Source: an optimization exercise on an open RTL-to-GDS flow (aim: a short achievable clock period). Production flows keep margins and buffers that such runs may drop. Function was checked by simulation only, so behaviour that the tests miss may differ from the original. No driver is modelled on the clock port, so clock power and skew are understated where the tree is cut down; a real chip needs a root buffer or a tree. Power is estimated from default activity; no workload was simulated.

== the previous run ==
==> flow/design.v <==
module GPU(
    input gpu_clk,
    input rst,
    output reg h_sync,
    output reg v_sync,
    output reg color,
    output reg [8:0] address,
    input [639:0] data
    );
    reg [31:0] lo0, lo1, lo2, lo3, lo4;   
    reg [26:0] grp;                       
    reg        le;                        
    reg [8:0]  v;                         
    wire [31:0] lo_init = 32'd2;          
    always @(posedge gpu_clk) begin
        if (rst) begin
            lo0 <= lo_init;
            lo1 <= lo_init;
            lo2 <= lo_init;
            lo3 <= lo_init;
            lo4 <= lo_init;
            grp <= 27'd1;
            le <= 1'b0;
        end else begin
            if (le) begin
                lo0 <= lo_init;
                lo1 <= lo_init;
                lo2 <= lo_init;
                lo3 <= lo_init;
                lo4 <= lo_init;
                grp <= 27'd1;
            end else begin
                lo0 <= {lo0[30:0], lo0[31]};
                lo1 <= {lo1[30:0], lo1[31]};
                lo2 <= {lo2[30:0], lo2[31]};
                lo3 <= {lo3[30:0], lo3[31]};
                lo4 <= {lo4[30:0], lo4[31]};
                if (lo0[31])
                    grp <= {grp[25:0], 1'b0};
            end
            le <= grp[26] & lo0[8];       
        end
    end
    wire [639:0] sel = {lo4, lo4, lo4, lo4, lo3, lo3, lo3, lo3,
                        lo2, lo2, lo2, lo2, lo1, lo1, lo1, lo1,
                        lo0, lo0, lo0, lo0};
    wire [319:0] p_n;
    gpu_nand2 u_p0 (.a(data[1]), .b(sel[1]), .y(p_n[0]));
    genvar i;
    generate
        for (i = 1; i < 320; i = i + 1) begin : g_pair
            gpu_a22oi u (.a1(data[2*i]), .a2(sel[2*i]),
                         .b1(data[2*i+1]), .b2(sel[2*i+1]), .y(p_n[i]));
        end
    endgenerate
    wire [79:0] o8, o8_n;
    generate
        for (i = 0; i < 80; i = i + 1) begin : g_o8
            gpu_nand4 u (.a(p_n[4*i]), .b(p_n[4*i+1]), .c(p_n[4*i+2]),
                         .d(p_n[4*i+3]), .y(o8[i]));
            gpu_inv ui (.a(o8[i]), .y(o8_n[i]));
        end
    endgenerate
    wire [19:0] o32, o32_n;
    generate
        for (i = 0; i < 20; i = i + 1) begin : g_o32
            gpu_a41oi u (.a1(o8_n[4*i]), .a2(o8_n[4*i+1]), .a3(o8_n[4*i+2]),
                         .a4(o8_n[4*i+3]), .b1(~grp[i]), .y(o32[i]));
            gpu_inv ui (.a(o32[i]), .y(o32_n[i]));
        end
    endgenerate
    wire [4:0] o128;
    generate
        for (i = 0; i < 5; i = i + 1) begin : g_o128
            gpu_nand4 u (.a(o32_n[4*i]), .b(o32_n[4*i+1]), .c(o32_n[4*i+2]),
                         .d(o32_n[4*i+3]), .y(o128[i]));
        end
    endgenerate
    wire [3:0] q_n;
    gpu_inv u_q0 (.a(o128[0]), .y(q_n[0]));
    gpu_inv u_q1 (.a(o128[1]), .y(q_n[1]));
    gpu_inv u_q2 (.a(o128[2]), .y(q_n[2]));
    gpu_nor2 u_q3 (.a(o128[3]), .b(o128[4]), .y(q_n[3]));
    wire color_d;
    gpu_a41oi u_c (.a1(q_n[0]), .a2(q_n[1]), .a3(q_n[2]), .a4(q_n[3]),
                   .b1(rst), .y(color_d));
    always @(posedge gpu_clk) begin
        color <= color_d;
        if (rst) begin
            v <= 9'd1;
            address <= 9'd0;
            h_sync <= 1'b0;
            v_sync <= 1'b0;
        end else begin
            h_sync <= (grp[22] & lo0[17]) | (grp[0] & lo0[1]) |
                      (h_sync & ~(grp[20] & lo0[17]));
            v_sync <= (v > 9'd481) && (v <= 9'd484);
            if (le) begin
                if (v == 9'd501) begin
                    v <= 9'd1;
                    address <= 9'd0;
                end else begin
                    v <= v + 9'd1;
                    address <= v;
                end
            end
        end
    end
endmodule
module gpu_a22oi(input a1, input a2, input b1, input b2, output y);
    assign y = ~((a1 & a2) | (b1 & b2));
endmodule
module gpu_nand2(input a, input b, output y);
    assign y = ~(a & b);
endmodule
module gpu_nand4(input a, input b, input c, input d, output y);
    assign y = ~(a & b & c & d);
endmodule
module gpu_inv(input a, output y);
    assign y = ~a;
endmodule
module gpu_nor2(input a, input b, output y);
    assign y = ~(a | b);
endmodule
module gpu_a41oi(input a1, input a2, input a3, input a4, input b1, output y);
    assign y = ~((a1 & a2 & a3 & a4) | b1);
endmodule
==> flow/config.mk <==
export PLATFORM = sky130hd
export DESIGN_NAME = GPU
export DESIGN_NICKNAME = GPU
export VERILOG_FILES = /design/flow/design.v
export SDC_FILE = /design/flow/constraint.sdc
export NUM_CORES = 4
export LEC_CHECK = 0
export CAP_MARGIN = 20
export CORE_AREA = 4 4 196 196
export CTS_CLUSTER_DIAMETER = 120
export CTS_CLUSTER_SIZE = 18
export DIE_AREA = 0 0 200 200
export SETUP_SLACK_MARGIN = 1.5
export SLEW_MARGIN = 20
export SYNTH_HIERARCHICAL = 1
export SYNTH_MINIMUM_KEEP_SIZE = 0
==> flow/constraint.sdc <==
create_clock -name core_clock -period 3.4 [get_ports {gpu_clk}]
set_input_delay 0.6800 -clock core_clock [delete_from_list [all_inputs] [get_ports {gpu_clk}]]
set_output_delay 0.6800 -clock core_clock [all_outputs]
set_load 0.01 [all_outputs]
standard.sh (not shown) runs the stock make flow with config.mk's settings and CLKGATE_MAP_FILE= SYNTH_SCRIPT=/design/flow/synth_recipe.tcl, a recipe that flattens the netlist after the stock synthesis.
==> flow/flow/run.sh <==
#!/bin/bash
# Standard ORFS layout with stronger port buffers, free cell sizing, pins
# packed one track apart and an extra setup repair pass after CTS.
set -euo pipefail
bash standard.sh finish \
  "BUFFER_PORTS_ARGS=-buffer_cell sky130_fd_sc_hd__buf_4" \
  MATCH_CELL_FOOTPRINT=0 \
  SETUP_SLACK_MARGIN=2.5 \
  "PLACE_PINS_ARGS=-min_distance 1 -min_distance_in_tracks" \
  "POST_CTS_TCL=$PWD/flow/post_cts.tcl" \
  > run_make.log 2>&1
==> flow/flow/post_cts.tcl <==
# Useful skew for the pixel-select registers (lo*): they launch the select
# lines of the pixel multiplexer, a register-to-register path into color.
# Give them a clock subtree of their own, straight from the clock port, so
# their clock arrives earlier than the balanced tree's.  Only lo registers
# move; they have no input or output port paths.
set blk [ord::get_db_block]
set db [ord::get_db]
set buf_master [$db findMaster sky130_fd_sc_hd__clkbuf_16]
set clk_net [$blk findNet gpu_clk]

proc centroid {insts} {
  set x 0; set y 0
  foreach i $insts { set l [$i getLocation]; set x [expr {$x + [lindex $l 0]}]; set y [expr {$y + [lindex $l 1]}] }
  set n [llength $insts]
  return [list [expr {int($x / $n)}] [expr {int($y / $n)}]]
}
# split a list of instances into groups of at most max by halving along the longer side
proc bisect {insts max} {
  if {[llength $insts] <= $max} { return [list $insts] }
  set xs {}; set ys {}
  foreach i $insts { set l [$i getLocation]; lappend xs [lindex $l 0]; lappend ys [lindex $l 1] }
  set dx [expr {[tcl::mathfunc::max {*}$xs] - [tcl::mathfunc::min {*}$xs]}]
  set dy [expr {[tcl::mathfunc::max {*}$ys] - [tcl::mathfunc::min {*}$ys]}]
  set k [expr {$dx >= $dy ? 0 : 1}]
  set sorted [lsort -command [list cmp_loc $k] $insts]
  set h [expr {[llength $sorted] / 2}]
  return [concat [bisect [lrange $sorted 0 [expr {$h - 1}]] $max] [bisect [lrange $sorted $h end] $max]]
}
proc cmp_loc {k a b} {
  set va [lindex [$a getLocation] $k]; set vb [lindex [$b getLocation] $k]
  return [expr {$va < $vb ? -1 : ($va > $vb ? 1 : 0)}]
}

set flops {}
foreach inst [$blk getInsts] {
  if {[regexp {^lo} [$inst getName]] && [[$inst getMaster] isSequential]} { lappend flops $inst }
}
puts "skew: [llength $flops] lo registers"

set old_leaf_nets {}
set leaves {}
set n 0
foreach grp [bisect $flops 16] {
  set b [odb::dbInst_create $blk $buf_master "clkbuf_lo_leaf_$n"]
  set net [odb::dbNet_create $blk "clknet_lo_leaf_$n"]
  $net setSigType CLOCK
  [$b findITerm X] connect $net
  foreach f $grp {
    set it [$f findITerm CLK]
    set on [$it getNet]
    if {$on ne "NULL"} { dict set old_leaf_nets [$on getName] 1 }
    $it disconnect
    $it connect $net
  }
  set c [centroid $grp]
  $b setLocation [lindex $c 0] [lindex $c 1]
  $b setPlacementStatus PLACED
  lappend leaves $b
  incr n
}
puts "skew: $n leaf buffers"

set m 0
foreach grp [bisect $leaves [expr {int(ceil($n / 2.0))}]] {
  set b [odb::dbInst_create $blk $buf_master "clkbuf_lo_mid_$m"]
  set net [odb::dbNet_create $blk "clknet_lo_mid_$m"]
  $net setSigType CLOCK
  [$b findITerm X] connect $net
  [$b findITerm A] connect $clk_net
  foreach l $grp { [$l findITerm A] connect $net }
  set c [centroid $grp]
  $b setLocation [lindex $c 0] [lindex $c 1]
  $b setPlacementStatus PLACED
  incr m
}
puts "skew: $m mid buffers"

# drop clock buffers of the balanced tree left without loads
set changed 1
while {$changed} {
  set changed 0
  foreach inst [$blk getInsts] {
    if {![string match "clkbuf_*" [$inst getName]] && ![string match "clkload*" [$inst getName]]} { continue }
    set x [$inst findITerm X]
    if {$x eq "NULL"} { continue }
    set on [$x getNet]
    if {$on eq "NULL"} { continue }
    set loads 0
    foreach it [$on getITerms] { if {[$it isInputSignal] || [$it getIoType] eq "INPUT"} { incr loads } }
    if {$loads == 0 && [llength [$on getBTerms]] == 0} {
      puts "skew: removing [$inst getName]"
      odb::dbInst_destroy $inst
      odb::dbNet_destroy $on
      set changed 1
    }
  }
}

detailed_placement
estimate_parasitics -placement
report_clock_min_period
report_worst_slack -max
report_worst_slack -min
--- input diff the previous run..the current run ---
diff --git a/flow/flow/post_cts.tcl b/flow/flow/post_cts.tcl
--- a/flow/flow/post_cts.tcl
+++ b/flow/flow/post_cts.tcl
@@ -97,4 +97,65 @@
 }
 
+estimate_parasitics -placement
+
+# Greedy sizing of the cells on the worst paths into color: try each drive
+# strength of each cell on those paths and keep the one that helps most.
+proc size_variants {master_name} {
+  if {![regexp {^(sky130_fd_sc_hd__[a-z0-9]+)_([0-9]+)$} $master_name -> base sz]} { return {} }
+  set out {}
+  foreach s {1 2 4 6 8 12 16} {
+    set m [[ord::get_db] findMaster "${base}_$s"]
+    if {$m ne "NULL"} { lappend out "${base}_$s" }
+  }
+  return $out
+}
+proc endpoint_slack {pin} {
+  return [get_property [get_pins $pin] slack_max]
+}
+proc worst_color_slack {} {
+  set p [find_timing_paths -to [get_pins color*/D] -sort_by_slack]
+  return [get_property $p slack]
+}
+proc size_pass {} {
+  set improved 0
+  set paths [find_timing_paths -to [get_pins color*/D] -sort_by_slack -group_path_count 20 -endpoint_path_count 20 -unique_paths_to_endpoint]
+  set cells {}
+  foreach p $paths {
+    foreach ref [get_property $p points] {
+      set pin [get_property $ref pin]
+      set inst [get_property $pin full_name]
+      set c [get_cells -of_objects $pin]
+      if {$c eq ""} continue
+      set cn [get_full_name $c]
+      if {[lsearch -exact $cells $cn] < 0} { lappend cells $cn }
+    }
+  }
+  foreach cn $cells {
+    set cell [get_cells $cn]
+    set lc [get_property $cell ref_name]
+    if {[string match "*df*" $lc] || [string match "*clkbuf*" $lc]} continue
+    set vars [size_variants $lc]
+    if {[llength $vars] < 2} continue
+    set base [worst_color_slack]
+    set best $lc; set bestv $base
+    foreach v $vars {
+      if {$v eq $lc} continue
+      replace_cell $cell $v
+      estimate_parasitics -placement
+      set s [worst_color_slack]
+      if {$s > $bestv + 0.0005} { set best $v; set bestv $s }
+    }
+    replace_cell $cell $best
+    estimate_parasitics -placement
+    if {$best ne $lc} { incr improved; puts "size: $cn $lc -> $best  [format %.3f $base] -> [format %.3f $bestv]" }
+  }
+  return $improved
+}
+for {set i 0} {$i < 3} {incr i} {
+  set n [size_pass]
+  puts "size: pass $i changed $n, color slack [format %.3f [worst_color_slack]]"
+  if {$n == 0} break
+}
+
 detailed_placement
 estimate_parasitics -placement
==> results.txt <==
Worst hold-check slack down 0.0054 ns in the current run wrt the previous run. Overall power (the current run over the previous run): decrease, 0.52%. Area: the current run vs the previous run -> the current run smaller. When the current run is set beside the previous run, its total met2 wirelength after detailed routing turns out to be 310 um smaller. Comparing the previous run with the current run, the part of the total power dissipated in the clock network came out essentially unchanged. Compared the current run against the previous run; worst setup slack after layout within noise. Between the current run and the previous run, the shortest clock period the worst path allows after layout figures differ only marginally. Synthesized cell count: the previous run vs the current run identical. Diff the previous run..the current run | global routing usage on met2 | negligible. The global-route usage was comparable across the previous run and the current run.

## static timing again, ports no longer ideal
The results above use ideal ports. As a check the final layouts listed here were re-extracted and re-timed, cells and wires unchanged. Step 1 sets driving cells, clkbuf_16 on the clock port and buf_2 on the other inputs (assumed; they add their load-dependent delay and slew). Step 2 also shifts input and output timing later by t, the mid clock arrival at the registers, as if the neighbouring blocks saw the same clock. Three values: ideal ports, drivers, drivers and shift; two values: the first two.
| run | t, ns | setup WS [ns] | hold slack, ns | worst slew at a driven data input, ns |
|---|---|---|---|---|
| the previous run | 0.480 | 1.795 / 1.714 / 1.417 | 0.459 / 0.459 / 0.459 | 0.12 |
| the current run | 0.480 | 1.797 / 1.717 / 1.457 | 0.454 / 0.454 / 0.454 | 0.12 |
After both steps setup and hold are still met in every run listed. For the previous run, which loses most, drivers alone change the setup slack by -0.081 ns; drivers and shift together by -0.378 ns.
